What follows belongs to an exercise in optimizing a design on an open flow for small area and a short achievable clock period; a production flow would make more cautious choices. Only simulation tests tie the RTL to the original design; equivalence was not proved. Power is estimated from default activity; no workload was simulated.

### flow/constraint.sdc
create_clock -name core_clock -period 32.0 [get_ports {clk}]
set_input_delay 6.4000 -clock core_clock [delete_from_list [all_inputs] [get_ports {clk}]]
set_output_delay 6.4000 -clock core_clock [all_outputs]
set_load 0.01 [all_outputs]
### flow/design.v
module rc_next(
    input  wire        done,
    input  wire        stage_flag,
    input  wire [19:0] des,
    input  wire [1:0]  colh,
    input  wire [19:0] s1,
    input  wire [7:0]  g,
    output wire [19:0] des_n,
    output wire [1:0]  colh_n,
    output wire [19:0] s1_n,
    output reg  [19:0] s2_n,
    output wire [7:0]  g_n,
    output wire [10:0] fr_n,
    output wire        stage_n,
    output wire        done_n
);
  wire live = ~done;
  wire [8:0] col = {colh, des[6:0]};
  wire lo127  = &des[6:0];
  wire col0   = (colh == 2'd0) & ~|des[6:0];
  wire c383   = (colh == 2'd2) & lo127;              
  wire c384   = (colh == 2'd3);                      
  wire dz     = ~|des;
  wire end0   = (des == 20'd552959);                 
  wire d147   = (des == 20'd147456);
  wire d294   = (des == 20'd294912);
  wire d442   = (des == 20'd442368);
  wire cwrap = stage_flag ? c384 : c383;
  wire last  = live & (stage_flag ? (c384 & d442) : end0);
  assign stage_n = stage_flag | last;
  assign done_n  = done | (last & stage_flag);
  reg  [19:0] des_inc;
  reg         dc;
  integer     i;
  always @* begin
    dc = live & ~(stage_flag & c384);
    for (i = 0; i < 20; i = i + 1) begin
      des_inc[i] = des[i] ^ dc;
      dc = dc & des[i];
    end
  end
  assign des_n  = last ? 20'd0 : des_inc;
  assign colh_n = (live & cwrap) ? 2'd0 : colh + {1'b0, live & lo127};
  reg  [7:0] g_add;
  reg        gc;
  reg  [7:0] gk;
  integer    j;
  always @* begin
    gk = stage_flag ? ((live & c384) ? 8'd64 : 8'd0) : 8'd171;
    gc = 1'b0;
    for (j = 0; j < 8; j = j + 1) begin
      g_add[j] = g[j] ^ gk[j] ^ gc;
      gc = (g[j] & gk[j]) | (gc & (g[j] ^ gk[j]));
    end
  end
  assign g_n = (~stage_flag & c383) ? 8'd0 : g_add;
  wire [7:0] gmask = stage_flag       ? 8'hFF :
                     (col >= 9'd306)  ? 8'h80 :
                     (col >= 9'd153)  ? 8'hC0 :
                     (col >= 9'd76)   ? 8'hE0 :
                     (col >= 9'd38)   ? 8'hF0 :
                     (col >= 9'd19)   ? 8'hF8 :
                     (col >= 9'd9)    ? 8'hFC :
                     (col >= 9'd4)    ? 8'hFE : 8'hFF;
  wire [7:0] gm = g_n & gmask;
  reg  [2:0] q;
  always @* begin
    casez (gm)
      8'b1???????: q = 3'd7;
      8'b01??????: q = 3'd6;
      8'b001?????: q = 3'd5;
      8'b0001????: q = 3'd4;
      8'b00001???: q = 3'd3;
      8'b000001??: q = 3'd2;
      8'b0000001?: q = 3'd1;
      default:     q = 3'd0;
    endcase
  end
  wire [7:0]  gn = gm << (3'd7 - q);
  assign fr_n = (gm == 8'd0) ? 11'd0 : {4'd7 + {1'b0, q}, gn[6:0]};
  wire carry = (g < 8'd171);      
  reg  [1:0]  kl;                 
  reg  [3:0]  kh;                 
  reg         ld;                 
  reg  [12:0] hv;
  always @* begin
    kl = 2'd1; kh = 4'd0; ld = 1'b0; hv = 13'd0;
    if (done) kl = 2'd0;
    else if (~stage_flag) begin
      if (col0) begin
        if (dz) kl = 2'd0;
        else begin kl = 2'd2; kh = -4'd5; end
      end else if (c383) begin
        if (end0) begin ld = 1'b1; hv = 13'd4; end
        else kh = 4'd5;
      end else kl = carry ? 2'd2 : 2'd1;
    end else begin
      if (col0) begin
        if (dz) begin kl = 2'd3; kh = -4'd5; end
        else if (d147) begin ld = 1'b1; hv = 13'd1440; end
        else if (d294) begin ld = 1'b1; hv = 13'd2880; end
        else kh = (des[8:7] == 2'd0) ? 4'd6 : 4'd3;
      end else if (c384) begin
        kl = 2'd0;
        if (d147)      begin ld = 1'b1; hv = 13'd2874; end
        else if (d294) begin ld = 1'b1; hv = 13'd4314; end
        else if (d442) begin ld = 1'b1; hv = 13'd1434; end
        else kh = -4'd3;
      end
    end
  end
  reg  [6:0]  l_sum;
  reg  [12:0] h_sum;
  reg         lc, hc, pinc, pdec;
  integer     k;
  always @* begin
    lc = 1'b0;
    for (k = 0; k < 7; k = k + 1) begin
      l_sum[k] = s1[k] ^ (k < 2 ? kl[k] : 1'b0) ^ lc;
      lc = (k < 2 ? (s1[k] & kl[k]) : 1'b0) | (lc & (s1[k] ^ (k < 2 ? kl[k] : 1'b0)));
    end
    hc = lc;
    for (k = 0; k < 3; k = k + 1) begin
      h_sum[k] = s1[7+k] ^ kh[k] ^ hc;
      hc = (s1[7+k] & kh[k]) | (hc & (s1[7+k] ^ kh[k]));
    end
    pinc = hc & ~kh[3];
    pdec = ~hc & kh[3];
    for (k = 3; k < 13; k = k + 1) begin
      h_sum[k] = s1[7+k] ^ (pinc | pdec);
      pinc = pinc & s1[7+k];
      pdec = pdec & ~s1[7+k];
    end
  end
  assign s1_n = {ld ? hv : h_sum, l_sum};
  reg  [1:0] a2;
  reg        c2;
  integer    m;
  always @* begin
    a2 = stage_flag ? 2'd3 : 2'd0;
    for (m = 0; m < 7; m = m + 1)
      s2_n[m] = s1_n[m] ^ (~stage_flag & (&(s1_n[6:0] | ~((7'd1 << m) - 7'd1))));
    c2 = ~stage_flag & (&s1_n[6:0]);
    for (m = 7; m < 9; m = m + 1) begin
      s2_n[m] = s1_n[m] ^ a2[m-7] ^ c2;
      c2 = (s1_n[m] & a2[m-7]) | (c2 & (s1_n[m] ^ a2[m-7]));
    end
    for (m = 9; m < 20; m = m + 1)
      s2_n[m] = s1_n[m] ^ (c2 & (&(s1_n[19:9] | ~((11'd1 << (m - 9)) - 11'd1))));
  end
endmodule
module rc_hold #(parameter W = 1) (
    input  wire         en,
    input  wire [W-1:0] nx,
    input  wire [W-1:0] q,
    output wire [W-1:0] d
);
  assign d = en ? nx : q;
endmodule
module resize_controller(
    clk,
    reset_n,
    enable,
    src_addr1,
    src_addr2,
    des_addr,
    stage_flag,
    fraction_part,
    done
);
  input wire clk;
  input wire reset_n;
  input wire enable;
  output reg  done, stage_flag;
  output wire [23-1:0] src_addr1, src_addr2;
  output wire [23-1:0] des_addr;
  output wire [15:0] fraction_part;
  reg [19:0] des;       
  reg [1:0]  colh;      
  reg [19:0] s1, s2;    
  reg [7:0]  g;         
  reg [10:0] fr;        
  assign des_addr      = {3'b000, des};
  assign src_addr1     = {3'b000, s1};
  assign src_addr2     = {3'b000, s2};
  assign fraction_part = {2'b00, fr, 3'b000};
  wire [19:0] des_n, s1_n, s2_n;
  wire [1:0]  colh_n;
  wire [7:0]  g_n;
  wire [10:0] fr_n;
  wire        stage_n, done_n;
  rc_next u_next (
    .done(done), .stage_flag(stage_flag), .des(des), .colh(colh), .s1(s1), .g(g),
    .des_n(des_n), .colh_n(colh_n), .s1_n(s1_n), .s2_n(s2_n), .g_n(g_n), .fr_n(fr_n),
    .stage_n(stage_n), .done_n(done_n)
  );
  localparam N = 20 + 2 + 20 + 20 + 8 + 11 + 2;
  wire [N-1:0] d;
  rc_hold #(.W(N)) u_hold (
    .en(enable),
    .nx({des_n, colh_n, s1_n, s2_n, g_n, fr_n, stage_n, done_n}),
    .q ({des,   colh,   s1,   s2,   g,   fr,   stage_flag, done}),
    .d (d)
  );
  always @(posedge clk or negedge reset_n) begin
    if (~reset_n) begin
      des        <= 0;
      colh       <= 0;
      s1         <= 0;
      s2         <= 0;
      g          <= 0;
      fr         <= 0;
      stage_flag <= 0;
      done       <= 0;
    end else begin
      {des, colh, s1, s2, g, fr, stage_flag, done} <= d;
    end
  end
endmodule
### flow/config.mk
export PLATFORM = sky130hd
export DESIGN_NAME = resize_controller
export DESIGN_NICKNAME = resize_controller
export VERILOG_FILES = /design/flow/design.v
export SDC_FILE = /design/flow/constraint.sdc
export NUM_CORES = 4
export LEC_CHECK = 0
export CAP_MARGIN = 20
export CORE_MARGIN = 2
export CORE_UTILIZATION = 40
export PLACE_DENSITY = 0.6
export SLEW_MARGIN = 20
### flow/standard.sh
#!/bin/bash
# synth_recipe.tcl (not shown) runs the flow's synth.tcl, then flattens the netlist and writes it again
# the make line also repeats each setting of config.mk as NAME=value (left out here)
make -C /OpenROAD-flow-scripts/flow DESIGN_CONFIG=/design/flow/config.mk WORK_HOME=/design/flow/orfs CLKGATE_MAP_FILE= SYNTH_SCRIPT=/design/flow/synth_recipe.tcl "${@:-finish}"
### flow/flow/run.sh
#!/bin/bash
# Standard ORFS layout, with the port buffers made of buf_2 cells instead of
# the default delay buffers. Each tool's output goes to the ORFS logs; make's
# own output goes to flow_make.log here.
set -euo pipefail
bash standard.sh "BUFFER_PORTS_ARGS=-buffer_cell sky130_fd_sc_hd__buf_2" finish > flow_make.log 2>&1
==> results of run 1 <==
through the flow:
step / hold slack (ps) / cell area, µm²
final: 487 / 6480
after global routing: 509 / 6480
after CTS: 494 / 6480
after detailed placement: 477 / 6170
after global placement: 476 / 6170
after floorplan: 516 / 5840
layout by cell type (no fill, tap or decap), types with 10 or more instances in the layout:
cell,n
ha_1,34
o2bb2ai_1,25
a31oi_1,12
nand4_1,11
nor2_1,56
nor3_1,15
o21ai_0,26
buf_2,73
a21oi_1,33
mux2_2,18
nand3_1,19
dfrtp_1,83
conb_1,14
inv_1,30
fa_1,10
nand2_1,61
xnor2_1,14
logic make-up after synthesis:
kind of cell               count (synthesis)  share of synthesized area (%)
muxes                                     25                           4.79
DFF                                       83                           35.8
xor gates and xnor gates                  21                           3.17
and+or+nand+nor                          215                           19.1
buffers and inverters                     84                           7.28
adders and majority gates                 44                           10.8
AOI/OAI and AO/OA                        159                           18.9
other                                      1                         0.0647
area by class of cell:
type | instances | area [µm²] | area share, %
clock buffers | 11 | 243 | 3.75
clock inverters | 5 | 61.3 | 0.946
inverters | 31 | 116 | 1.80
multi-input cells | 478 | 3340 | 51.6
flip-flops and latches | 83 | 2080 | 32.1
well taps | 180 | 225 | 3.48
repair buffers | 79 | 410 | 6.34
registers in the layout, indices dropped and copies added (netlist names):
register and cells:
s2 20, done 1, g 8, des 20, stage_flag 1, colh 2, s1 20, fr 11
worst paths after layout:
path / to / cells past startpoint / slack [ps] / start
worst max register to register: s2[19]$_DFFE_PN0P_ / 25 / 24720 / des[7]$_DFFE_PN0P_
worst min-delay path: s2[7]$_DFFE_PN0P_ / 2 / 490 / s2[7]$_DFFE_PN0P_
max in group asynchronous: s1[1]$_DFFE_PN0P_ / 2 / 24990 / reset_n
min in group asynchronous: des[6]$_DFFE_PN0P_ / 1 / 5980 / reset_n
worst min register to register: s2[7]$_DFFE_PN0P_ / 2 / 490 / s2[7]$_DFFE_PN0P_
worst max-delay path: done / 1 / 24310 / done$_DFFE_PN0P_
layer usage:
metal / up-vias / GRT usage, % / share of wire [%]
li1: 2364 / - / -
met1: 2422 / 25.1 / 44
met2: 164 / 32.7 / 49
met3: 24 / 3.91 / 5.2
met4: 0 / 6.54 / 1.6
met5: - / 0 / 0
power groups by stage:
stage / Clock, W / Combinational [W] / Sequential (W)
final: 0.000108 / 0.0000664 / 0.000126
after CTS: 0.000110 / 0.0000667 / 0.000126
after floorplan: 0 / 0.0000449 / 0.000128
after global routing: 0.000116 / 0.0000739 / 0.000128
after global placement: 0 / 0.0000651 / 0.000128
after detailed placement: 0 / 0.0000663 / 0.000128
==> qor.txt, run 1 <==
outcome - timing/DRC/antenna clean
initial antenna violation count - 0
Hold-fix buffers, CTS - 0
layout cells sized above 1 - 20.7%
post-layout util - 46.3%
dominant cell type by area after synthesis - dfrtp_1
Synth Instances - 632
total power - 0.000301 W
Synth Area per Inst - 9.17 µm²
Net Switching - 0.0000966 W
Port Buffers - 75
post-CTS sizing - 0
RSZ-0062 raised after global routing - no
global-route wire length before repair - 24600 µm
full die area - 15500 µm²
num rows - 43
path category of the worst min-delay check - reg -> reg
Synth area leaders - dfrtp_1, ha_1, nand2_1
TritonCTS Sinks - 83
io pins - 90
DRC - 0
Seq/Total Area, Yosys - 35.8%
Req. time, crit path - 25600 ps
fillers - 1361
clock share of power - 36.0%
H-tree depth - 3
Yosys top cell area share - 35.8%
Max Cap Violations - 0
total number of vias - 4974
Gate power share - 22.1%
worst-margin pin slew - 826 ps
Clock transition at path regs - 60 ps
VDD IR max - 0.0263 mV
Power Dens Cells - 46.5 nW/µm²
post-CTS setup buffers - 0
vias in the first global route - 4805
Diodes inserted - 0
final hold viol count - 0
final setup fails - 0
Final min period - 7690 ps
Routed WL per cell - 16.9 µm
delay-heaviest family, CP - flip-flops
fin worst setup slack - 24310 ps
CTS tree - built
drt via density - 5.74
top-count cell post-synth - dfrtp_1
Synth Warn # - 2
Max-slew headroom - 44.9%
ys async rst share - 100%
largest net degree at the start of global routing - 76
CP max-delay cell - dfrtp_1
Post-Place Cells - 851
CP Buf/Inv Count - 1
Final ANT Viol Nets - 0
Finished Layout Cells - 867
Peak Freq - 130 MHz
GRT Overall Usage - 19.5%
#FFs+latches synth - 83
Post-synth EDFFs - 0
critical path type - reg -> out
gpl congestion - 0.865
Core ar. - 14000 µm²
drt pass-1 iters - 6
cell leakage power - 2.99 nW
Tcrit/Tclk final - 24.0%
synth cell count leaders - dfrtp_1, nand2_1, nor2_1
Post-Route WL - 14600 µm
worst-path maximum fanout - 17
Flop pwr share - 41.9%
CTS Root Buffer Type - clkbuf_16
setup_tns - 0 ps
dpl ws - 24070 ps
GRT Residual Overflow - 0
internal power - 0.000204 W
Pins Over Slew Limit - 0
CP startpoint kind - flip-flop
critical-path cell list - buf_2
Die Height - 124 µm
P&R area growth vs syn - 11.8%
CTS max path bufs - 2
initial DRC count - 360
worst path arrival time - 1290 ps
Post-Route Skew - 15.0 ps
Post-DP HPWL - 10700 µm
Crit. End Element - primary output
Layout Nets - 729
initial core utilization - 41.4%
Largest stage delay, worst path - 700 ps
synthesized cell area - 5790 µm²
post-synth cell types - 78
Sw Share - 32.1%
CTS Buf Count - 9
Clk Latency, worst-skew pair - 360 ps
width of the die - 124 µm
Post-synth top flop - dfrtp_1
==> run 2: changes to the inputs <==
==> flow/run.sh (new file) <==
#!/bin/bash
# synth_recipe.tcl (not shown) runs the flow's synth.tcl, then flattens the netlist and writes it again
# the make line also repeats each setting of config.mk as NAME=value (left out here)
make -C /OpenROAD-flow-scripts/flow DESIGN_CONFIG=/design/flow/config.mk WORK_HOME=/design/flow/orfs CLKGATE_MAP_FILE= SYNTH_SCRIPT=/design/flow/synth_recipe.tcl finish
removed: flow/flow/run.sh
removed: flow/standard.sh
==> run 2 against run 1 <==
  * Still clean
  * First-iteration DRC count shrank 12%
  * Global-route usage about the same
  * Register-to-register slack hardly changed
  * Clock power about the same
  * Sequential share of layout area down 1.7 points
  * Cell count did not move
  * Maximum frequency is 4.9% lower
  * Sequential cell count unchanged
  * Clock skew decreased by 6.4 ps
  * Clock-buffer cell count down 1
  * Via count decreased by 0.58%
  * Sequential power is essentially flat
  * Critical path type unchanged
==> qor.txt, run 2 <==
top flop regs - des: 20 flops, s1: 20 flops, s2: 20 flops (unchanged)
Seq/Total Area, Yosys - 35.8% (unchanged)
Post-Route Skew - 8.59 ps (was 15.0 ps)
Power Dens Cells - 45.0 nW/µm² (was 46.5 nW/µm²)
Synth Area per Inst - 9.17 µm² (unchanged)
VDD IR max - 0.0279 mV (was 0.0263 mV)
dpl ws - 24050 ps (was 24070 ps)
critical-path cell list - clkdlybuf4s50_1 (was buf_2)
initial antenna violation count - 0 (unchanged)
GRT Overall Usage - 19.5% (about the same)
width of the die - 124 µm (unchanged)
setup_tns - 0 ps (unchanged)
RSZ-0062 raised after global routing - no (unchanged)
vias in the first global route - 4760 (was 4805)
CTS Buf Count - 9 (unchanged)
Final min period - 8090 ps (was 7690 ps)
post-synth cell types - 78 (unchanged)
Clock transition at path regs - 60 ps (about the same)
layout cells sized above 1 - 10.2% (was 20.7%)
Hold-fix buffers, CTS - 0 (unchanged)
CTS tree - built (unchanged)
Post-DP HPWL - 10700 µm (about the same)
Core ar. - 14000 µm² (unchanged)
final hold viol count - 0 (unchanged)
H-tree depth - 3 (unchanged)
TritonCTS Sinks - 83 (unchanged)
CP startpoint kind - flip-flop (unchanged)
CTS Root Buffer Type - clkbuf_16 (unchanged)
Clk Latency, worst-skew pair - 350 ps (was 360 ps)
GRT Residual Overflow - 0 (unchanged)
initial core utilization - 41.4% (unchanged)
Synth area leaders - dfrtp_1, ha_1, nand2_1 (unchanged)
Largest stage delay, worst path - 700 ps (about the same)
io pins - 90 (unchanged)
Crit. End Element - primary output (unchanged)
post-CTS sizing - 0 (unchanged)
worst-margin pin slew - 918 ps (was 826 ps)
Peak Freq - 124 MHz (was 130 MHz)
Post-Route WL - 14900 µm (was 14600 µm)
area post-placement - 6540 µm² (was 6170 µm²)
drt via density - 5.70 (was 5.74)
Post-synth top flop - dfrtp_1 (unchanged)
Synth Instances - 632 (unchanged)
dominant cell type by area after synthesis - dfrtp_1 (unchanged)
synth cell count leaders - dfrtp_1, nand2_1, nor2_1 (unchanged)
P&R area growth vs syn - 18.1% (was 11.8%)
num rows - 43 (unchanged)
ys async rst share - 100% (unchanged)
Final ANT Viol Nets - 0 (unchanged)
Max Cap Violations - 0 (unchanged)
gpl congestion - 0.900 (was 0.865)
Port Buffers - 75 (unchanged)
Pins Over Slew Limit - 0 (unchanged)
post-CTS setup buffers - 0 (unchanged)
top-count cell post-synth - dfrtp_1 (unchanged)
Finished Layout Cells - 867 (unchanged)
worst-path maximum fanout - 17 (unchanged)
CP max-delay cell - dfrtp_1 (unchanged)
synthesized cell area - 5790 µm² (unchanged)
hold_ws - 491 ps (was 487 ps)
design area - 6840 µm² (was 6480 µm²)
drt pass-1 iters - 5 (was 6)
Post-Place Cells - 851 (unchanged)
commonest non-fill, non-tap cell in the layout - dfrtp_1 (unchanged)
largest net degree at the start of global routing - 71 (was 76)
commonest non-fill, non-tap cells in the layout - dfrtp_1, clkdlybuf4s50_1, nand2_1, nor2_1, ha_1 (was dfrtp_1, buf_2, nand2_1, nor2_1, ha_1)
total number of vias - 4945 (was 4974)
DRC - 0 (unchanged)
cell leakage power - 2.94 nW (was 2.99 nW)
Diodes inserted - 0 (unchanged)
worst path arrival time - 1690 ps (was 1290 ps)
CTS max path bufs - 2 (unchanged)
Layout Nets - 729 (unchanged)
CP Buf/Inv Count - 1 (unchanged)
Post-synth EDFFs - 0 (unchanged)
Max-slew headroom - 37.2% (was 44.9%)
delay-heaviest family, CP - flip-flops (unchanged)
global-route wire length before repair - 24700 µm (was 24600 µm)
path category of the worst min-delay check - reg -> reg (unchanged)
#FFs+latches synth - 83 (unchanged)
Req. time, crit path - 25600 ps (about the same)
outcome - timing/DRC/antenna clean (unchanged)
initial DRC count - 317 (was 360)
critical path type - reg -> out (unchanged)
full die area - 15500 µm² (unchanged)
Tcrit/Tclk final - 25.3% (was 24.0%)
final setup fails - 0 (unchanged)
Routed WL per cell - 17.1 µm (was 16.9 µm)
Yosys top cell area share - 35.8% (unchanged)
Die Height - 124 µm (unchanged)
fin worst setup slack - 23910 ps (was 24310 ps)
Synth Warn # - 2 (unchanged)
-- run 2: cell counts after synthesis --
No cell type changed its count.
-- run 2: layout make-up --
cell class,instances,area (µm²)
Timing Repair Buffer,79,776
Clock buffer,10,239
Tap cell,180,225
Clock inverter,6,63.8
Sequential cell,83,2080
Fill cell,1352,7150
Inverter,31,116
Multi-Input combinational cell,478,3340
-- run 2: final timing paths --
path	from	endpoint	cells after the start	slack (ps)
max in group asynchronous	reset_n	g[4]$_DFFE_PN0P_	2	25000
worst max-delay path	done$_DFFE_PN0P_	done	1	23910
worst min-delay path	s2[7]$_DFFE_PN0P_	s2[7]$_DFFE_PN0P_	2	490
worst min register to register	s2[7]$_DFFE_PN0P_	s2[7]$_DFFE_PN0P_	2	490
worst max register to register	des[7]$_DFFE_PN0P_	s2[19]$_DFFE_PN0P_	25	24710
min in group asynchronous	reset_n	des[6]$_DFFE_PN0P_	1	6020
-- run 2: cell families (layout without fill, tap and decap cells) --
group,count (synthesis),in the layout,synth area share [%]
flip-flops,83,83,35.8
buffers and inverters,84,126,7.28
AO/OA/AOI/OAI,159,159,18.9
multiplexers,25,25,4.79
adder cells (fa/ha/maj),44,44,10.8
other,1,14,0.0647
XOR/XNOR,21,21,3.17
AND/OR/NAND/NOR,215,215,19.1
-- run 2: worst reg2reg max path, delay by kind of cell, from the launching register on --
kind	cells	cell delay [ps]
buffers and inverters	2	120
multiplexers	1	350
XOR/XNOR	1	170
AO/OA/AOI/OAI	3	670
AND/OR/NAND/NOR	8	3130
flip-flops	1	450
adder cells (fa/ha/maj)	10	2320
-- run 2: per-stage QoR --
stage	total power, W	utilization [%]
after global placement	0.000202	46.7
after detailed placement	0.000203	46.7
after floorplan	0.000173	-
after global routing	0.000325	48.9
after CTS	0.000311	48.9
final	0.000308	48.9
-- run 2: where the power goes --
part | switching (W) | internal, W
sequential | 0.0000112 | 0.000115
clock | 0.0000437 | 0.0000626
combinational | 0.0000402 | 0.0000345
-- run 2: routing by layer --
layer	routed length, µm	up-vias	part of all wire, %	track usage [%]
li1	-	2370	-	-
met1	6890	2408	46	26.5
met2	6980	140	47	30.9
met3	607	27	4.1	3.31
met4	380	0	2.6	7.67
met5	0	-	0	0
==> run 3: changes to the inputs <==
==> flow/flow/run.sh (new file) <==
#!/bin/bash
# Standard ORFS layout with two changes: the port buffers are buf_1 cells
# instead of the default delay buffers, and timing repair aims for a setup
# slack of 25.0 ns at the design's clock period (a shorter achieved period).
# make's output goes to flow_make.log; each tool's log is under orfs/logs.
set -euo pipefail
bash standard.sh "BUFFER_PORTS_ARGS=-buffer_cell sky130_fd_sc_hd__buf_1" "SETUP_SLACK_MARGIN=25.0" finish > flow_make.log 2>&1
==> flow/standard.sh (new file) <==
#!/bin/bash
# synth_recipe.tcl (not shown) runs the flow's synth.tcl, then flattens the netlist and writes it again
# the make line also repeats each setting of config.mk as NAME=value (left out here)
make -C /OpenROAD-flow-scripts/flow DESIGN_CONFIG=/design/flow/config.mk WORK_HOME=/design/flow/orfs CLKGATE_MAP_FILE= SYNTH_SCRIPT=/design/flow/synth_recipe.tcl "${@:-finish}"
removed: flow/run.sh
==> run 3 against run 2 <==
  * Still clean on timing, DRC and antenna
  * Critical path depth did not move
  * First-iteration DRC count grew 42%
  * Clock skew is essentially flat
  * Sequential power fell by 3%
  * Combinational power is 21% higher
  * Highest routed layer unchanged
==> qor.txt, run 3 <==
Flop pwr share - 38.5% (was 41.2%)
CTS Root Buffer Type - clkbuf_16 (unchanged)
initial DRC count - 450 (was 317)
drt via density - 5.66 (was 5.70)
Worst R2R End - s2[19]$_DFFE_PN0P_ (unchanged)
Crit. End Element - primary output (unchanged)
Max Cap Violations - 0 (unchanged)
Power Dens Cells - 42.9 nW/µm² (was 45.0 nW/µm²)
Post-Route WL - 17000 µm (was 14900 µm)
DRC - 0 (unchanged)
Gate power share - 28.4% (was 24.3%)
Seq/Total Area, Yosys - 35.8% (unchanged)
Sequential Area - 2110 µm² (was 2080 µm²)
area post-placement - 6090 µm² (was 6540 µm²)
internal power - 0.000219 W (was 0.000213 W)
Hold-fix buffers, CTS - 0 (unchanged)
io pins - 90 (unchanged)
Max-slew headroom - 48.4% (was 37.2%)
Post-synth EDFFs - 0 (unchanged)
final setup fails - 0 (unchanged)
top flop regs - des: 20 flops, s1: 20 flops, s2: 20 flops (unchanged)
clock share of power - 33.2% (was 34.5%)
H-tree depth - 3 (unchanged)
#FFs+latches synth - 83 (unchanged)
Post-Synth Adder-Cell Area - 10.8% (unchanged)
Peak Freq - 137 MHz (was 124 MHz)
Post-DP HPWL - 10400 µm (was 10700 µm)
xor-xnor portion of the synthesized cell area - 3.17% (unchanged)
Post-Route Skew - 9.05 ps (was 8.59 ps)
total number of vias - 5369 (was 4945)
Clock transition at path regs - 60 ps (about the same)
Post-synth top flop - dfrtp_1 (unchanged)
GRT Overall Usage - 21.8% (was 19.5%)
VDD IR max - 0.0262 mV (was 0.0279 mV)
cell leakage power - 3.49 nW (was 2.94 nW)
commonest non-fill, non-tap cells in the layout - buf_4, nand2_1, dfrtp_1, nor2_1, clkbuf_2 (was dfrtp_1, clkdlybuf4s50_1, nand2_1, nor2_1, ha_1)
fillers - 1306 (was 1352)
delay-heaviest family, CP - flip-flops (unchanged)
worst-margin pin slew - 774 ps (was 918 ps)
commonest non-fill, non-tap cell in the layout - buf_4 (was dfrtp_1)
ys async rst share - 100% (unchanged)
CP Launch Point - s2[11]$_DFFE_PN0P_ (was done$_DFFE_PN0P_)
CTS max path bufs - 2 (unchanged)
post-synth cell types - 78 (unchanged)
CP max-delay cell - dfrtp_1 (unchanged)
Clk Latency, worst-skew pair - 350 ps (about the same)
initial core utilization - 41.4% (unchanged)
outcome - timing/DRC/antenna clean (unchanged)
Synth area leaders - dfrtp_1, ha_1, nand2_1 (unchanged)
TritonCTS Sinks - 83 (unchanged)
Multi-input gate area - 3420 µm² (was 3340 µm²)
setup_tns - 0 ps (unchanged)
critical path type - reg -> out (unchanged)
dominant cell type by area after synthesis - dfrtp_1 (unchanged)
Levels on crit path - 1 (unchanged)
worst-path maximum fanout - 2 (was 17)
Final min period - 7310 ps (was 8090 ps)
CP Buf/Inv Count - 1 (unchanged)
Layout Nets - 811 (was 729)
GRT Residual Overflow - 0 (unchanged)
top-count cell post-synth - dfrtp_1 (unchanged)
design area - 7450 µm² (was 6840 µm²)
Final ANT Viol Nets - 0 (unchanged)
width of the die - 124 µm (unchanged)
simple-gate share of the synthesized area - 19.1% (unchanged)
CP startpoint kind - flip-flop (unchanged)
Synth Area per Inst - 9.17 µm² (unchanged)
Diodes inserted - 0 (unchanged)
Routed WL per cell - 17.9 µm (was 17.1 µm)
dpl ws - 23690 ps (was 24050 ps)
Die Height - 124 µm (unchanged)
post-layout util - 53.2% (was 48.9%)
worst r2r path cells - 26 (was 25)
layout cells sized above 1 - 33.6% (was 10.2%)
Synth Warn # - 2 (unchanged)
Pins Over Slew Limit - 0 (unchanged)
gpl congestion - 0.935 (was 0.900)
P&R area growth vs syn - 28.5% (was 18.1%)
Sw Share - 31.5% (was 30.9%)
synthesized cell area - 5790 µm² (unchanged)
fin worst setup slack - 24690 ps (was 23910 ps)
R2R Setup Slk - 25180 ps (was 24710 ps)
largest family of logic cells by synthesized area - simple AND/OR/NAND/NOR gates (unchanged)
RSZ-0062 raised after global routing - yes (was no)
Synth Instances - 632 (unchanged)
CTS Buf Count - 9 (unchanged)
critical-path cell list - buf_2 (was clkdlybuf4s50_1)
Setup crit end - src_addr2[11] (was done)
Net Switching - 0.000101 W (was 0.0000950 W)
Largest stage delay, worst path - 410 ps (was 700 ps)
global-route wire length before repair - 27400 µm (was 24700 µm)
initial antenna violation count - 0 (unchanged)
path category of the worst min-delay check - reg -> reg (unchanged)
synth cell count leaders - dfrtp_1, nand2_1, nor2_1 (unchanged)
post-synthesis compound-gate area fraction - 18.9% (unchanged)
Yosys top cell area share - 35.8% (unchanged)
num rows - 43 (unchanged)
Tcrit/Tclk final - 22.8% (was 25.3%)
Core ar. - 14000 µm² (unchanged)
Port Buffers - 75 (unchanged)
drt pass-1 iters - 5 (unchanged)
Reg2Reg Launch Point - des[7]$_DFFE_PN0P_ (unchanged)
vias in the first global route - 5336 (was 4760)
worst path arrival time - 910 ps (was 1690 ps)
final hold viol count - 0 (unchanged)
full die area - 15500 µm² (unchanged)
largest net degree at the start of global routing - 84 (was 71)
post-synthesis mux area share - 4.79% (unchanged)
Req. time, crit path - 25600 ps (about the same)
CTS tree - built (unchanged)
[run 3: final cells by class]
class	count	area share (%)
flip-flops and latches	83	28.3
repair inverters	2	0.269
well taps	180	3.02
clock inverters	6	0.857
repair buffers	159	16.7
inverters	31	1.78
multi-input cells	478	45.9
clock buffers	10	3.21
[run 3: power by group through the flow]
stage	Clock, W	Sequential, W	Combinational [W]
global route	0.000112	0.000125	0.0000998
global placement	0	0.000128	0.0000627
detailed placement	0	0.000129	0.0000634
finish	0.000106	0.000123	0.0000906
floorplan	0	0.000128	0.0000460
CTS	0.000108	0.000123	0.0000825
[run 3: kinds of logic after synthesis]
group	count (synthesis)
simple gates	215
compound gates	159
buf+inv	84
flops	83
fa+ha+maj	44
mux	25
xor+xnor	21
other cells	1
[run 3: through the flow]
step,std cells,hold slack (ps),power (W)
6_report,949,496,0.000320
5_1_grt,949,533,0.000336
4_1_cts,930,493,0.000313
3_5_place_dp,851,478,0.000192
3_3_place_gp,851,473,0.000191
2_1_floorplan,645,516,0.000174
[run 3: how the worst min path moves through the flow]
stage                       startpoint                 end  slack, ps  depth (start not counted)
floorplan           s2[15]$_DFFE_PN0P_  s2[15]$_DFFE_PN0P_        520                          2
global placement    s2[17]$_DFFE_PN0P_  s2[17]$_DFFE_PN0P_        470                          2
detailed placement   s2[7]$_DFFE_PN0P_   s2[7]$_DFFE_PN0P_        480                          2
CTS                  s2[7]$_DFFE_PN0P_   s2[7]$_DFFE_PN0P_        490                          2
global route         s2[1]$_DFFE_PN0P_   s2[1]$_DFFE_PN0P_        530                          1
finish              s2[17]$_DFFE_PN0P_  s2[17]$_DFFE_PN0P_        500                          2
[run 3: repair_timing]
item                       CTS  global route
setup endpoints to repair  226            97
cloned                       5             1
buffers inserted            58            18
resized for setup           66            79
pin swaps                    1             5
[run 3: metal layers]
metal	routed length (µm)	share of wire (%)	up-vias	global-route usage, %
li1	-	-	2535	-
met1	7410	44	2608	28.5
met2	8120	48	182	35.0
met3	899	5.3	44	3.99
met4	590	3.5	0	10.5
met5	0	0	-	0
==> run 4: changes to the inputs <==
==> flow/flow/run.sh (replaced) <==
#!/bin/bash
# Standard ORFS layout with two changes: the port buffers are buf_1 cells
# instead of the default delay buffers, and timing repair aims for a setup
# slack of 24.5 ns at the design's clock period (a shorter achieved period).
# make's output goes to flow_make.log; each tool's log is under orfs/logs.
set -euo pipefail
bash standard.sh "BUFFER_PORTS_ARGS=-buffer_cell sky130_fd_sc_hd__buf_1" "SETUP_SLACK_MARGIN=24.5" finish > flow_make.log 2>&1
==> run 4 against run 3 <==
  * Clock skew down 0.82 ps
  * Utilization down 6.8 points
  * Wire length down 13%
  * Critical path depth unchanged
  * Clock-buffer cell count up 1
  * First-iteration DRC count down 25%
  * Sequential power up 3%
  * Synthesized cell count unchanged
  * Sequential cell count unchanged
  * Synthesized area unchanged
  * Non-clock buffer count down 74
  * Sequential share of layout area up 4.0 points
==> qor.txt, run 4 <==
Synth area leaders - dfrtp_1, ha_1, nand2_1 (unchanged)
Power Dens Cells - 47.4 nW/µm² (was 42.9 nW/µm²)
CTS max path bufs - 2 (unchanged)
DRC - 0 (unchanged)
Flop pwr share - 41.4% (was 38.5%)
vias in the first global route - 4646 (was 5336)
post-layout util - 46.4% (was 53.2%)
H-tree depth - 3 (unchanged)
CTS Root Buffer Type - clkbuf_16 (unchanged)
Sw Share - 31.6% (was 31.5%)
drt via density - 5.68 (was 5.66)
area post-placement - 6080 µm² (was 6090 µm²)
VDD IR max - 0.0279 mV (was 0.0262 mV)
Post-synth EDFFs - 0 (unchanged)
Synth Warn # - 2 (unchanged)
Clk Latency, worst-skew pair - 360 ps (was 350 ps)
Levels on crit path - 1 (unchanged)
io pins - 90 (unchanged)
TritonCTS Sinks - 83 (unchanged)
Port Buffers - 75 (unchanged)
design area - 6490 µm² (was 7450 µm²)
CP max-delay cell - dfrtp_1 (unchanged)
#FFs+latches synth - 83 (unchanged)
Net Switching - 0.0000973 W (was 0.000101 W)
Reg2Reg Launch Point - des[7]$_DFFE_PN0P_ (unchanged)
P&R area growth vs syn - 12.0% (was 28.5%)
initial antenna violation count - 0 (unchanged)
clock share of power - 37.8% (was 33.2%)
layout cells sized above 1 - 12.4% (was 33.6%)
Synth Area per Inst - 9.17 µm² (unchanged)
Hold Path End - fr[9]$_DFFE_PN0P_ (was s2[17]$_DFFE_PN0P_)
Diodes inserted - 0 (unchanged)
num rows - 43 (unchanged)
CP startpoint kind - flip-flop (unchanged)
top flop regs - des: 20 flops, s1: 20 flops, s2: 20 flops (unchanged)
total power - 0.000308 W (was 0.000320 W)
CTS tree - built (unchanged)
path category of the worst min-delay check - reg -> reg (unchanged)
cell leakage power - 2.79 nW (was 3.49 nW)
ys async rst share - 100% (unchanged)
gpl congestion - 0.947 (was 0.935)
Worst R2R End - s2[19]$_DFFE_PN0P_ (unchanged)
Peak Freq - 134 MHz (was 137 MHz)
worst path arrival time - 1060 ps (was 910 ps)
Post-synth top flop - dfrtp_1 (unchanged)
Tcrit/Tclk final - 23.3% (was 22.8%)
R2R Setup Slk - 25080 ps (was 25180 ps)
CTS Buf Count - 9 (unchanged)
Synth Instances - 632 (unchanged)
GRT Overall Usage - 19.3% (was 21.8%)
total number of vias - 4959 (was 5369)
commonest non-fill, non-tap cells in the layout - buf_1, dfrtp_1, nand2_1, nor2_1, ha_1 (was buf_4, nand2_1, dfrtp_1, nor2_1, clkbuf_2)
worst-margin pin slew - 1030 ps (was 774 ps)
Final ANT Viol Nets - 0 (unchanged)
final setup fails - 0 (unchanged)
Max Cap Violations - 0 (unchanged)
setup_tns - 0 ps (unchanged)
Crit. End Element - primary output (unchanged)
Max-slew headroom - 29.7% (was 48.4%)
Req. time, crit path - 25600 ps (about the same)
Post-Route WL - 14800 µm (was 17000 µm)
GRT Residual Overflow - 0 (unchanged)
initial DRC count - 337 (was 450)
Clock transition at path regs - 60 ps (about the same)
Final min period - 7460 ps (was 7310 ps)
Die Height - 124 µm (unchanged)
hold depth - 1 (was 2)
initial core utilization - 41.4% (unchanged)
Post-Route Skew - 8.23 ps (was 9.05 ps)
synthesized cell area - 5790 µm² (unchanged)
Seq/Total Area, Yosys - 35.8% (unchanged)
delay-heaviest family, CP - flip-flops (unchanged)
outcome - timing/DRC/antenna clean (unchanged)
worst-path maximum fanout - 8 (was 2)
final hold viol count - 0 (unchanged)
commonest non-fill, non-tap cell in the layout - buf_1 (was buf_4)
Yosys top cell area share - 35.8% (unchanged)
Routed WL per cell - 17.0 µm (was 17.9 µm)
largest net degree at the start of global routing - 67 (was 84)
critical-path cell list - buf_1 (was buf_2)
synth cell count leaders - dfrtp_1, nand2_1, nor2_1 (unchanged)
Post-DP HPWL - 10600 µm (was 10400 µm)
RSZ-0062 raised after global routing - no (was yes)
Layout Nets - 735 (was 811)
Gate power share - 20.8% (was 28.4%)
worst r2r path cells - 26 (unchanged)
full die area - 15500 µm² (unchanged)
Pins Over Slew Limit - 0 (unchanged)
Core ar. - 14000 µm² (unchanged)
CP Buf/Inv Count - 1 (unchanged)
top-count cell post-synth - dfrtp_1 (unchanged)
Largest stage delay, worst path - 510 ps (was 410 ps)
critical path type - reg -> out (unchanged)
global-route wire length before repair - 24300 µm (was 27400 µm)
hold path start - fr[9]$_DFFE_PN0P_ (was s2[17]$_DFFE_PN0P_)
internal power - 0.000210 W (was 0.000219 W)
dominant cell type by area after synthesis - dfrtp_1 (unchanged)
width of the die - 124 µm (unchanged)
post-synth cell types - 78 (unchanged)
drt pass-1 iters - 6 (was 5)
## run 4: cell counts after synthesis
No cell type changed its count.
## run 4: area by class of cell
type / count / area [µm²]
fill: 1359 / 7500
multi-input combinational: 478 / 3340
sequential: 83 / 2090
timing repair buffer: 85 / 377
clock buffer: 11 / 243
tap: 180 / 225
inverter: 31 / 121
clock inverter: 5 / 85.1
## run 4: what timing repair did
| item | CTS | global route |
|---|---|---|
| resized for setup | 10 | 8 |
| pin swaps | 0 | 1 |
| buffers inserted | 0 | 6 |
| hold buffers | 0 | 0 |
| cloned | 0 | 0 |
| setup endpoints to repair | 28 | 17 |
## run 4: cell families (layout without fill, tap and decap cells)
logic type / after synthesis / count (layout) / share of synthesized area (%)
compound gates: 159 / 159 / 18.9
xor+xnor: 21 / 21 / 3.17
fa+ha+maj: 44 / 44 / 10.8
buf+inv: 84 / 132 / 7.28
flops: 83 / 83 / 35.8
mux: 25 / 25 / 4.79
other cells: 1 / 14 / 0.0647
simple gates: 215 / 215 / 19.1
## run 4: power groups by stage
| stage | Sequential (W) | Clock, W | Combinational, W |
|---|---|---|---|
| global route | 0.000129 | 0.000123 | 0.0000716 |
| global placement | 0.000128 | 0 | 0.0000625 |
| floorplan | 0.000128 | 0 | 0.0000449 |
| finish | 0.000127 | 0.000116 | 0.0000640 |
| CTS | 0.000127 | 0.000119 | 0.0000639 |
| detailed placement | 0.000129 | 0 | 0.0000634 |
## run 4: worst max path at each step
stage,startpoint,endpoint,slack [ps]
final,des[14]$_DFFE_PN0P_,des_addr[14],24540
after global routing,des[17]$_DFFE_PN0P_,des_addr[17],24510
after CTS,done$_DFFE_PN0P_,done,24450
after detailed placement,enable,fr[5]$_DFFE_PN0P_,23920
after global placement,enable,fr[5]$_DFFE_PN0P_,23970
after floorplan,enable,s1[0]$_DFFE_PN0P_,24510
## run 4: per-stage QoR
stage	instances	hold slack, ps	worst slack (ps)
5_1_grt	873	520	24510
2_1_floorplan	645	516	24510
3_5_place_dp	851	480	23920
4_1_cts	867	498	24450
6_report	873	494	24540
3_3_place_gp	851	484	23970
## run 4: worst reg2reg max path, stage by stage, from the launching register on
cell,delay (ps)
dfrtp_1,450
or4_4,580
nor4_4,130
buf_4,180
nand3_1,130
nor2_1,190
mux2_2,350
nand2_1,90
fa_1,170
inv_1,40
ha_1,180
ha_1,190
ha_1,180
ha_1,180
ha_1,190
fa_1,400
fa_1,370
inv_1,70
fa_1,190
ha_1,200
or4b_1,540
or2_2,360
o31ai_1,250
xor2_1,180
a21oi_1,170
or4_4,590
o311ai_1,260
## run 4: metal layers
| layer | GRT usage, % | vias up | wire length, µm |
|---|---|---|---|
| met4 | 10.4 | 0 | 493 |
| met1 | 26.1 | 2355 | 6760 |
| met5 | 0 | - | 0 |
| li1 | - | 2387 | - |
| met2 | 29.9 | 185 | 6840 |
| met3 | 2.96 | 32 | 724 |
==> run 5: changes to the inputs <==
==> flow/flow/run.sh (replaced) <==
#!/bin/bash
# Standard ORFS layout with two changes: the port buffers are buf_1 cells
# instead of the default delay buffers, and clock tree synthesis uses small
# clock buffers and no dummy loads (the design has few flip-flops).
# make's output goes to flow_make.log; each tool's log is under orfs/logs.
set -euo pipefail
bash standard.sh "BUFFER_PORTS_ARGS=-buffer_cell sky130_fd_sc_hd__buf_1" \
  "CTS_ARGS=-sink_clustering_enable -repair_clock_nets -dont_use_dummy_load -buf_list sky130_fd_sc_hd__clkbuf_4 -root_buf sky130_fd_sc_hd__clkbuf_8" \
  finish > flow_make.log 2>&1
==> run 5 against run 4 <==
  * Highest routed layer unchanged
  * Wire length is 3.2% lower
  * Largest cell class unchanged
  * Hold slack improved by 1.2 ps
  * Clock power shrank 49%
  * Non-clock buffer count fell by 6
  * Clock skew up 10 ps
  * Die area unchanged
  * Still clean on timing, DRC and antenna
  * Power decreased by 19%
  * Sequential power about the same
  * Sequential cell count unchanged
  * Cell count down 1.5%
==> qor.txt, run 5 <==
Synth Area per Inst - 9.17 µm² (unchanged)
Post-Route WL - 14300 µm (was 14800 µm)
Synth area leaders - dfrtp_1, ha_1, nand2_1 (unchanged)
CTS Buf Count - 9 (unchanged)
Diodes inserted - 0 (unchanged)
M1 GR Usage - 25.9% (was 26.1%)
synth cell count leaders - dfrtp_1, nand2_1, nor2_1 (unchanged)
gpl congestion - 0.944 (was 0.947)
CP max-delay cell - dfrtp_1 (unchanged)
width of the die - 124 µm (unchanged)
Post-Route Skew - 18.6 ps (was 8.23 ps)
Peak Freq - 130 MHz (was 134 MHz)
drt pass-1 iters - 5 (was 6)
Yosys top cell area share - 35.8% (unchanged)
delay-heaviest family, CP - flip-flops (unchanged)
initial DRC count - 318 (was 337)
worst-path maximum fanout - 17 (was 8)
worst-margin pin slew - 837 ps (was 1030 ps)
H-tree depth - 3 (unchanged)
total number of vias - 4950 (was 4959)
io pins - 90 (unchanged)
DRC - 0 (unchanged)
initial antenna violation count - 0 (unchanged)
vias in the first global route - 4709 (was 4646)
Finished Layout Cells - 860 (was 873)
GR met3 Demand/Resource - 2.92% (was 2.96%)
top-count cell post-synth - dfrtp_1 (unchanged)
TritonCTS Sinks - 83 (unchanged)
Hold-fix buffers, CTS - 0 (unchanged)
top flop regs - des: 20 flops, s1: 20 flops, s2: 20 flops (unchanged)
commonest non-fill, non-tap cells in the layout - dfrtp_1, buf_1, nand2_1, nor2_1, ha_1 (was buf_1, dfrtp_1, nand2_1, nor2_1, ha_1)
Post-synth top flop - dfrtp_1 (unchanged)
num rows - 43 (unchanged)
GRT Residual Overflow - 0 (unchanged)
outcome - timing/DRC/antenna clean (unchanged)
#FFs+latches synth - 83 (unchanged)
RSZ-0062 raised after global routing - no (unchanged)
Layout Nets - 729 (was 735)
P&R area growth vs syn - 7.17% (was 12.0%)
area post-placement - 6080 µm² (unchanged)
final setup fails - 0 (unchanged)
drt via density - 5.76 (was 5.68)
Synth Instances - 632 (unchanged)
total power - 0.000249 W (was 0.000308 W)
critical path type - reg -> out (unchanged)
Final ANT Viol Nets - 0 (unchanged)
CTS max path bufs - 2 (unchanged)
Synth Warn # - 2 (unchanged)
GRT Overall Usage - 19.1% (was 19.3%)
setup_tns - 0 ps (unchanged)
VDD IR max - 0.0238 mV (was 0.0279 mV)
Routed WL per cell - 16.7 µm (was 17.0 µm)
CP startpoint kind - flip-flop (unchanged)
Seq/Total Area, Yosys - 35.8% (unchanged)
initial core utilization - 41.4% (unchanged)
layout cells sized above 1 - 9.26% (was 12.4%)
Post-synth EDFFs - 0 (unchanged)
largest net degree at the start of global routing - 84 (was 67)
Clk Latency, worst-skew pair - 370 ps (was 360 ps)
ys async rst share - 100% (unchanged)
CTS tree - built (unchanged)
CP Buf/Inv Count - 1 (unchanged)
Largest stage delay, worst path - 700 ps (was 510 ps)
Final min period - 7680 ps (was 7460 ps)
Req. time, crit path - 25600 ps (about the same)
path category of the worst min-delay check - reg -> reg (unchanged)
post-CTS setup buffers - 0 (unchanged)
hold_ws - 495 ps (was 494 ps)
Tcrit/Tclk final - 24.0% (was 23.3%)
dominant cell type by area after synthesis - dfrtp_1 (unchanged)
Pins Over Slew Limit - 0 (unchanged)
final hold viol count - 0 (unchanged)
Max-slew headroom - 42.8% (was 29.7%)
Core ar. - 14000 µm² (unchanged)
critical-path cell list - buf_1 (unchanged)
Port Buffers - 75 (unchanged)
M2 GR Usage - 30.2% (was 29.9%)
busiest layer in global routing - met2 (unchanged)
Die Height - 124 µm (unchanged)
post-synth cell types - 78 (unchanged)
synthesized cell area - 5790 µm² (unchanged)
full die area - 15500 µm² (unchanged)
worst path arrival time - 1280 ps (was 1060 ps)
post-CTS sizing - 0 (was 10)
Crit. End Element - primary output (unchanged)
global-route wire length before repair - 24200 µm (was 24300 µm)
Post-DP HPWL - 10400 µm (was 10600 µm)
cell leakage power - 2.68 nW (was 2.79 nW)
commonest non-fill, non-tap cell in the layout - dfrtp_1 (was buf_1)
Max Cap Violations - 0 (unchanged)
Power Dens Cells - 40.2 nW/µm² (was 47.4 nW/µm²)
design area - 6210 µm² (was 6490 µm²)
Post-Place Cells - 851 (unchanged)
Clock transition at path regs - 70 ps (was 60 ps)
CTS Root Buffer Type - clkbuf_8 (was clkbuf_16)
-- run 5: worst paths after layout --
check	startpoint	to	slack [ps]	depth (start not counted)
max in group asynchronous	reset_n	colh[1]$_DFFE_PN0P_	25230	2
min in group asynchronous	reset_n	des[6]$_DFFE_PN0P_	6170	2
setup / recovery	done$_DFFE_PN0P_	done	24320	1
setup reg to reg	des[7]$_DFFE_PN0P_	s2[19]$_DFFE_PN0P_	24780	25
hold reg to reg	s2[18]$_DFFE_PN0P_	s2[18]$_DFFE_PN0P_	500	1
hold / removal	s2[18]$_DFFE_PN0P_	s2[18]$_DFFE_PN0P_	500	1
-- run 5: layout make-up --
class | instances | area (µm²)
multi-input combinational | 478 | 3340
timing repair buffer | 79 | 323
tap | 180 | 225
fill | 1394 | 7780
sequential | 83 | 2080
inverter | 31 | 116
clock buffer | 9 | 124
-- run 5: per-stage QoR --
step	utilization [%]	setup slack, ps
after floorplan	-	24450
after global placement	43.5	24020
after detailed placement	43.5	23980
after CTS	44.4	24260
after global routing	44.4	24210
final	44.4	24320
-- run 5: power by group --
group | internal, W | switching, W | total (W)
Combinational | 0.0000236 | 0.0000400 | 0.0000635
Sequential | 0.000115 | 0.0000113 | 0.000127
Clock | 0.0000252 | 0.0000339 | 0.0000591
Total | 0.000164 | 0.0000853 | 0.000249
-- run 5: logic make-up (layout without fill, tap and decap cells) --
| family | count (synthesis) | after routing | share of synthesized area [%] |
|---|---|---|---|
| AOI/OAI and AO/OA | 159 | 159 | 18.9 |
| xor gates and xnor gates | 21 | 21 | 3.17 |
| adders and majority gates | 44 | 44 | 10.8 |
| buffers and inverters | 84 | 119 | 7.28 |
| DFF | 83 | 83 | 35.8 |
| muxes | 25 | 25 | 4.79 |
| other | 1 | 14 | 0.0647 |
| and+or+nand+nor | 215 | 215 | 19.1 |
-- run 5: routing by layer --
layer / vias to the layer above / wire length (µm)
li1: 2360 / -
met4: 0 / 324
met5: - / 0
met3: 25 / 654
met1: 2404 / 6550
met2: 161 / 6810
==> run 6: changes to the inputs <==
==> flow/flow/run.sh (replaced) <==
#!/bin/bash
# Standard ORFS layout, with the port buffers made of buf_1 cells instead of
# the default delay buffers. Each tool's output goes to the ORFS logs; make's
# own output goes to flow_make.log here.
set -euo pipefail
bash standard.sh "BUFFER_PORTS_ARGS=-buffer_cell sky130_fd_sc_hd__buf_1" finish > flow_make.log 2>&1
==> run 6 against run 5 <==
  * Still clean
  * Via count is 0.91% higher
  * Maximum frequency is 0.25% higher
  * Cell count up 0.81%
  * Register-to-register slack worse by 20 ps
  * First-iteration DRC count increased by 12%
  * Critical path type unchanged
==> qor.txt, run 6 <==
gpl congestion - 0.944 (unchanged)
post-CTS sizing - 0 (unchanged)
initial DRC count - 356 (was 318)
setup_tns - 0 ps (unchanged)
Post-DP HPWL - 10400 µm (unchanged)
commonest non-fill, non-tap cells in the layout - dfrtp_1, buf_1, nand2_1, nor2_1, ha_1 (unchanged)
RSZ-0062 raised after global routing - no (unchanged)
top flop regs - des: 20 flops, s1: 20 flops, s2: 20 flops (unchanged)
width of the die - 124 µm (unchanged)
#FFs+latches synth - 83 (unchanged)
top-count cell post-synth - dfrtp_1 (unchanged)
Synth Warn # - 2 (unchanged)
Hold-fix buffers, CTS - 0 (unchanged)
Net Switching - 0.0000934 W (was 0.0000853 W)
clock share of power - 35.4% (was 23.7%)
final hold viol count - 0 (unchanged)
GRT Residual Overflow - 0 (unchanged)
Max-slew headroom - 44.2% (was 42.8%)
worst r2r path cells - 25 (unchanged)
P&R area growth vs syn - 10.1% (was 7.17%)
ys async rst share - 100% (unchanged)
Final ANT Viol Nets - 0 (unchanged)
Gate power share - 21.6% (was 25.5%)
num rows - 43 (unchanged)
hold path start - fr[2]$_DFFE_PN0P_ (was s2[18]$_DFFE_PN0P_)
internal power - 0.000202 W (was 0.000164 W)
Clock transition at path regs - 60 ps (was 70 ps)
dominant cell type by area after synthesis - dfrtp_1 (unchanged)
CP Buf/Inv Count - 1 (unchanged)
CTS Root Buffer Type - clkbuf_16 (was clkbuf_8)
critical path type - reg -> out (unchanged)
Routed WL per cell - 16.8 µm (was 16.7 µm)
drt via density - 5.76 (about the same)
Reg2Reg Launch Point - des[7]$_DFFE_PN0P_ (unchanged)
CP Launch Point - done$_DFFE_PN0P_ (unchanged)
Yosys top cell area share - 35.8% (unchanged)
Post-Route Skew - 7.65 ps (was 18.6 ps)
delay-heaviest family, CP - flip-flops (unchanged)
Diodes inserted - 0 (unchanged)
post-synth cell types - 78 (unchanged)
VDD IR max - 0.0192 mV (was 0.0238 mV)
Synth Area per Inst - 9.17 µm² (unchanged)
Max Cap Violations - 0 (unchanged)
Power Dens Cells - 46.2 nW/µm² (was 40.2 nW/µm²)
Post-Route WL - 14500 µm (was 14300 µm)
Crit. End Element - primary output (unchanged)
Post-synth EDFFs - 0 (unchanged)
io pins - 90 (unchanged)
initial antenna violation count - 0 (unchanged)
final setup fails - 0 (unchanged)
cell leakage power - 2.75 nW (was 2.68 nW)
Core ar. - 14000 µm² (unchanged)
Clk Latency, worst-skew pair - 350 ps (was 370 ps)
drt pass-1 iters - 5 (unchanged)
worst path arrival time - 1260 ps (was 1280 ps)
synth cell count leaders - dfrtp_1, nand2_1, nor2_1 (unchanged)
total number of vias - 4995 (was 4950)
initial core utilization - 41.4% (unchanged)
full die area - 15500 µm² (unchanged)
outcome - timing/DRC/antenna clean (unchanged)
Die Height - 124 µm (unchanged)
vias in the first global route - 4762 (was 4709)
Levels on crit path - 1 (unchanged)
global-route wire length before repair - 24400 µm (was 24200 µm)
Post-synth top flop - dfrtp_1 (unchanged)
worst-margin pin slew - 835 ps (was 837 ps)
Peak Freq - 131 MHz (was 130 MHz)
Flop pwr share - 43.0% (was 50.8%)
Pins Over Slew Limit - 0 (unchanged)
layout cells sized above 1 - 9.90% (was 9.26%)
CTS tree - built (unchanged)
Largest stage delay, worst path - 690 ps (was 700 ps)
H-tree depth - 3 (unchanged)
Seq/Total Area, Yosys - 35.8% (unchanged)
Final min period - 7660 ps (was 7680 ps)
post-CTS setup buffers - 0 (unchanged)
CP max-delay cell - dfrtp_1 (unchanged)
DRC - 0 (unchanged)
hold depth - 1 (unchanged)
Sw Share - 31.7% (was 34.2%)
commonest non-fill, non-tap cell in the layout - dfrtp_1 (unchanged)
critical-path cell list - buf_1 (unchanged)
Layout Nets - 729 (unchanged)
Req. time, crit path - 25600 ps (about the same)
Tcrit/Tclk final - 23.9% (was 24.0%)
area post-placement - 6080 µm² (unchanged)
Synth area leaders - dfrtp_1, ha_1, nand2_1 (unchanged)
largest net degree at the start of global routing - 84 (unchanged)
Synth Instances - 632 (unchanged)
CP startpoint kind - flip-flop (unchanged)
synthesized cell area - 5790 µm² (unchanged)
worst-path maximum fanout - 17 (unchanged)
path category of the worst min-delay check - reg -> reg (unchanged)
design area - 6380 µm² (was 6210 µm²)
CTS max path bufs - 2 (unchanged)
GRT Overall Usage - 19.3% (was 19.1%)
Port Buffers - 75 (unchanged)
CTS Buf Count - 9 (unchanged)
TritonCTS Sinks - 83 (unchanged)
## run 6: cell counts after synthesis
Identical to the previous run, type by type.
## run 6: power groups by stage
stage / Combinational (W) / Sequential [W] / Clock [W]
after global routing: 0.0000711 / 0.000129 / 0.000112
final: 0.0000636 / 0.000127 / 0.000104
after detailed placement: 0.0000631 / 0.000129 / 0
after floorplan: 0.0000449 / 0.000128 / 0
after global placement: 0.0000623 / 0.000128 / 0
after CTS: 0.0000636 / 0.000127 / 0.000107
## run 6: final timing paths
check                                      end  slack, ps
min reg2reg                  fr[2]$_DFFE_PN0P_        490
max reg2reg                 s2[19]$_DFFE_PN0P_      24760
min                          fr[2]$_DFFE_PN0P_        490
max                                       done      24340
min in group asynchronous   des[4]$_DFFE_PN0P_       6180
max in group asynchronous  colh[1]$_DFFE_PN0P_      25210
## run 6: layer usage
metal  vias up  GRT usage (%)  wire [µm]
met5         -              0          0
met3        30           2.92        643
met1      2442           25.9       6590
met2       157           30.7       6980
met4         0           8.86        317
li1       2366              -          -
## run 6: per-stage QoR
step | worst slack (ps) | utilization (%) | instances | power, W | hold WS [ps]
2_1_floorplan | 24450 | - | 645 | 0.000173 | 516
3_3_place_gp | 24020 | 43.5 | 851 | 0.000191 | 479
3_5_place_dp | 23980 | 43.5 | 851 | 0.000192 | 474
4_1_cts | 24290 | 45.6 | 867 | 0.000298 | 492
5_1_grt | 24200 | 45.6 | 867 | 0.000312 | 513
6_report | 24340 | 45.6 | 867 | 0.000295 | 489
## run 6: logic make-up after synthesis
kind of cell,Yosys count,share of synthesized area (%)
simple gates,215,19.1
compound gates,159,18.9
buf+inv,84,7.28
flops,83,35.8
fa+ha+maj,44,10.8
mux,25,4.79
xor+xnor,21,3.17
other cells,1,0.0647
## run 6: layout make-up
type                    instances  area [µm²]
well taps                     180         225
repair buffers                 79         323
fillers                      1381        7610
inverters                      31         116
clock inverters                 4        50.0
flip-flops and latches         83        2080
multi-input cells             478        3340
clock buffers                  12         246
==> run 7: changes to the inputs <==
--- a/flow/design.v
+++ b/flow/design.v
@@ -196,12 +196,14 @@
   );
   localparam N = 20 + 2 + 20 + 20 + 8 + 11 + 2;
   wire [N-1:0] d;
-  rc_hold #(.W(N)) u_hold (
-    .en(enable),
-    .nx({des_n, colh_n, s1_n, s2_n, g_n, fr_n, stage_n, done_n}),
-    .q ({des,   colh,   s1,   s2,   g,   fr,   stage_flag, done}),
-    .d (d)
-  );
+  wire [N-1:0] nx = {des_n, colh_n, s1_n, s2_n, g_n, fr_n, stage_n, done_n};
+  wire [N-1:0] qq = {des,   colh,   s1,   s2,   g,   fr,   stage_flag, done};
+  genvar b;
+  generate
+    for (b = 0; b < N; b = b + 1) begin : hold
+      rc_hold #(.W(1)) u_hold (.en(enable), .nx(nx[b]), .q(qq[b]), .d(d[b]));
+    end
+  endgenerate
   always @(posedge clk or negedge reset_n) begin
     if (~reset_n) begin
       des        <= 0;
==> flow/run.sh (new file) <==
#!/bin/bash
# synth_recipe.tcl (not shown) runs the flow's synth.tcl, then flattens the netlist and writes it again
# the make line also repeats each setting of config.mk as NAME=value (left out here)
make -C /OpenROAD-flow-scripts/flow DESIGN_CONFIG=/design/flow/config.mk WORK_HOME=/design/flow/orfs CLKGATE_MAP_FILE= SYNTH_SCRIPT=/design/flow/synth_recipe.tcl finish
--- a/flow/config.mk
+++ b/flow/config.mk
@@ -10,3 +10,4 @@
 export CORE_UTILIZATION = 40
 export PLACE_DENSITY = 0.6
 export SLEW_MARGIN = 20
+export SYNTH_HIERARCHICAL = 1
removed: flow/flow/run.sh
removed: flow/standard.sh
==> run 7 against run 6 <==
  * Non-clock buffer count is 1 lower
  * Maximum frequency is 5.9% lower
  * Combinational power grew to 6.7 times the previous value
  * Register-to-register slack better by 170 ps
  * Highest routed layer unchanged
  * Die area is 6.1% higher
  * Synthesized area is 6.3% higher
==> qor.txt, run 7 <==
GRT Residual Overflow - 0 (unchanged)
TritonCTS Sinks - 83 (unchanged)
Tcrit/Tclk final - 25.4% (was 23.9%)
num rows - 45 (was 43)
Power Dens Cells - 98.9 nW/µm² (was 46.2 nW/µm²)
ys async rst share - 100% (unchanged)
Crit. End Element - primary output (unchanged)
Peak Freq - 123 MHz (was 131 MHz)
Pins Over Slew Limit - 0 (unchanged)
fillers - 1351 (was 1381)
io pins - 90 (unchanged)
total power - 0.000725 W (was 0.000295 W)
Req. time, crit path - 25600 ps (about the same)
Post-Route Skew - 8.03 ps (was 7.65 ps)
layout cells sized above 1 - 20.5% (was 9.90%)
DRC - 0 (unchanged)
Synth Warn # - 8 (was 2)
Hold-fix buffers, CTS - 0 (unchanged)
full die area - 16400 µm² (was 15500 µm²)
width of the die - 128 µm (was 124 µm)
gpl congestion - 0.849 (was 0.944)
vias in the first global route - 4403 (was 4762)
Die Height - 128 µm (was 124 µm)
top flop regs - des: 20 flops, s1: 20 flops, s2: 20 flops (unchanged)
Post-DP HPWL - 9600 µm (was 10400 µm)
initial DRC count - 303 (was 356)
Gate power share - 58.3% (was 21.6%)
Diodes inserted - 0 (unchanged)
Post-Route WL - 13500 µm (was 14500 µm)
worst path arrival time - 1740 ps (was 1260 ps)
clock share of power - 15.0% (was 35.4%)
cell leakage power - 3.47 nW (was 2.75 nW)
synthesized cell area - 6160 µm² (was 5790 µm²)
Seq/Total Area, Yosys - 33.7% (was 35.8%)
outcome - timing/DRC/antenna clean (unchanged)
initial core utilization - 40.7% (was 41.4%)
RSZ-0062 raised after global routing - no (unchanged)
Core ar. - 15100 µm² (was 14000 µm²)
P&R area growth vs syn - 19.2% (was 10.1%)
post-CTS sizing - 0 (unchanged)
commonest non-fill, non-tap cells in the layout - mux2_4, dfrtp_1, clkdlybuf4s50_1, nand2_1, nor2_1 (was dfrtp_1, buf_1, nand2_1, nor2_1, ha_1)
Synth area leaders - dfrtp_1, mux2_4, ha_1 (was dfrtp_1, ha_1, nand2_1)
critical-path cell list - clkdlybuf4s50_1 (was buf_1)
H-tree depth - 3 (unchanged)
post-synth cell types - 78 (unchanged)
final hold viol count - 0 (unchanged)
drt via density - 5.35 (was 5.76)
initial antenna violation count - 0 (unchanged)
CP max-delay cell - dfrtp_1 (unchanged)
CTS Root Buffer Type - clkbuf_16 (unchanged)
delay-heaviest family, CP - flip-flops (unchanged)
commonest non-fill, non-tap cell in the layout - mux2_4 (was dfrtp_1)
Sw Share - 37.9% (was 31.7%)
Synth Instances - 556 (was 632)
Layout Nets - 677 (was 729)
CTS Buf Count - 9 (unchanged)
Sequential Area - 2080 µm² (unchanged)
synth cell count leaders - mux2_4, dfrtp_1, nand2_1 (was dfrtp_1, nand2_1, nor2_1)
dominant cell type by area after synthesis - dfrtp_1 (unchanged)
Max-slew headroom - 42.0% (was 44.2%)
total number of vias - 4392 (was 4995)
worst-margin pin slew - 870 ps (was 835 ps)
Clock transition at path regs - 60 ps (about the same)
Net Switching - 0.000275 W (was 0.0000934 W)
Post-synth EDFFs - 0 (unchanged)
internal power - 0.000450 W (was 0.000202 W)
setup_tns - 0 ps (unchanged)
Final ANT Viol Nets - 0 (unchanged)
worst-path maximum fanout - 18 (was 17)
Synth Area per Inst - 11.1 µm² (was 9.17 µm²)
Port Buffers - 75 (unchanged)
critical path type - reg -> out (unchanged)
Clk Latency, worst-skew pair - 350 ps (about the same)
path category of the worst min-delay check - reg -> reg (unchanged)
#FFs+latches synth - 83 (unchanged)
Yosys top cell area share - 33.7% (was 35.8%)
largest net degree at the start of global routing - 84 (unchanged)
GRT Overall Usage - 17.5% (was 19.3%)
Largest stage delay, worst path - 710 ps (was 690 ps)
drt pass-1 iters - 4 (was 5)
global-route wire length before repair - 22900 µm (was 24400 µm)
final setup fails - 0 (unchanged)
post-CTS setup buffers - 0 (unchanged)
Flop pwr share - 26.7% (was 43.0%)
Post-synth top flop - dfrtp_1 (unchanged)
top-count cell post-synth - mux2_4 (was dfrtp_1)
Routed WL per cell - 16.4 µm (was 16.8 µm)
Final min period - 8140 ps (was 7660 ps)
Multi-input gate area - 3870 µm² (was 3340 µm²)
VDD IR max - 0.0385 mV (was 0.0192 mV)
CP Buf/Inv Count - 1 (unchanged)
CTS tree - built (unchanged)
CTS max path bufs - 2 (unchanged)
Max Cap Violations - 0 (unchanged)
CP startpoint kind - flip-flop (unchanged)
## run 7: cell types whose count changed after synthesis, sizes merged, moves of 20 or more
cell     delta
o2bb2ai    -25
a21oi      -22
mux2       +66
nor2b      +23
nor2       -20
nand2      -22
clkbuf     -22
## run 7: area by class of cell
type	instances	share of cell area [%]
flip-flops and latches	83	28.3
clock buffers	11	3.17
inverters	24	1.23
well taps	188	3.21
clock inverters	3	0.887
repair buffers	78	10.5
multi-input cells	434	52.7
## run 7: worst paths after layout
path	from	endpoint	slack (ps)	depth (start not counted)
min reg2reg	s2[1]$_DFF_PN0_	s2[1]$_DFF_PN0_	510	1
max in group asynchronous	reset_n	g[0]$_DFF_PN0_	25380	1
max reg2reg	des[1]$_DFF_PN0_	s2[19]$_DFF_PN0_	24930	27
min	s2[1]$_DFF_PN0_	s2[1]$_DFF_PN0_	510	1
max	done$_DFF_PN0_	done	23860	1
min in group asynchronous	reset_n	s2[16]$_DFF_PN0_	6090	1
## run 7: cells by family (layout without fill, tap and decap cells)
kind of cell,count (synthesis),after routing,synth area share (%)
and+or+nand+nor,175,175,16.1
adders and majority gates,44,44,10.2
buffers and inverters,52,116,4.27
AOI/OAI and AO/OA,83,83,10.1
muxes,90,90,21.6
other,1,14,0.0609
xor gates and xnor gates,28,28,3.98
DFF,83,83,33.7
## run 7: Yosys stat by module (local to each module, per instance), a selection
module / copies in the design / flip-flops and latches / cells / cell area (µm²)
rc_next: 1 / 0 / 375 / 2730
resize_controller: 1 / 83 / 98 / 2190
## run 7: through the flow
stage / instance area [µm²] / setup slack, ps / hold WS [ps] / utilization, % / instances
after floorplan: 6210 / 25060 / 482 / - / 569
after global placement: 7040 / 23760 / 498 / 46.5 / 807
after detailed placement: 7040 / 23710 / 494 / 46.5 / 807
after CTS: 7330 / 23850 / 511 / 48.4 / 821
after global routing: 7340 / 23810 / 519 / 48.5 / 821
final: 7340 / 23860 / 508 / 48.5 / 821
## run 7: power by group through the flow
stage / Clock [W] / Sequential (W) / Combinational [W]
floorplan: 0 / 0.000195 / 0.000292
global placement: 0 / 0.000193 / 0.000412
detailed placement: 0 / 0.000196 / 0.000423
CTS: 0.000111 / 0.000195 / 0.000425
global route: 0.000116 / 0.000202 / 0.000464
finish: 0.000109 / 0.000194 / 0.000423
## run 7: per-layer routing
metal / GRT usage, % / part of all wire [%] / routed length, µm
met1: 25.6 / 50 / 6800
met2: 25.9 / 45 / 6060
met3: 2.80 / 2.9 / 396
met4: 6.59 / 1.6 / 216
met5: 0 / 0 / 0

-- afterwards: timing with drivers on the ports --
How much do the figures lean on ideal ports? The routed layouts below were timed once more, with nothing changed but the port constraints.
Step 1, drivers: a clkbuf_16 drives clk and a buf_2 each remaining input, both assumed.
Step 2 also shifts input and output timing later by t, the mid clock arrival at the registers, as if the neighbouring blocks saw the same clock.
a / b / c = ideal / step 1 / step 2; a / b = the first two.
| run | shift t [ns] | setup slack, ns | clock arrival spread, ns | pins driven straight from the clock port |
|---|---|---|---|---|
| run 1 | 0.392 | 24.309 / 24.267 / 24.031 | 0.015 / 0.015 | 1 |
| run 2 | 0.380 | 23.911 / 23.873 / 24.035 | 0.008 / 0.008 | 1 |
| run 3 | 0.381 | 24.694 / 24.654 / 24.513 | 0.009 / 0.010 | 1 |
| run 4 | 0.392 | 24.542 / 24.502 / 24.266 | 0.008 / 0.008 | 1 |
| run 5 | 0.395 | 24.319 / 24.284 / 23.995 | 0.019 / 0.019 | 1 |
| run 6 | 0.384 | 24.338 / 24.299 / 23.987 | 0.007 / 0.007 | 1 |
| run 7 | 0.390 | 23.857 / 23.815 / 23.754 | 0.008 / 0.008 | 1 |
After both steps every run listed still meets setup and hold. The setup slack of run 6, which loses most, moves by -0.039 ns with the drivers and by -0.351 ns with both steps.
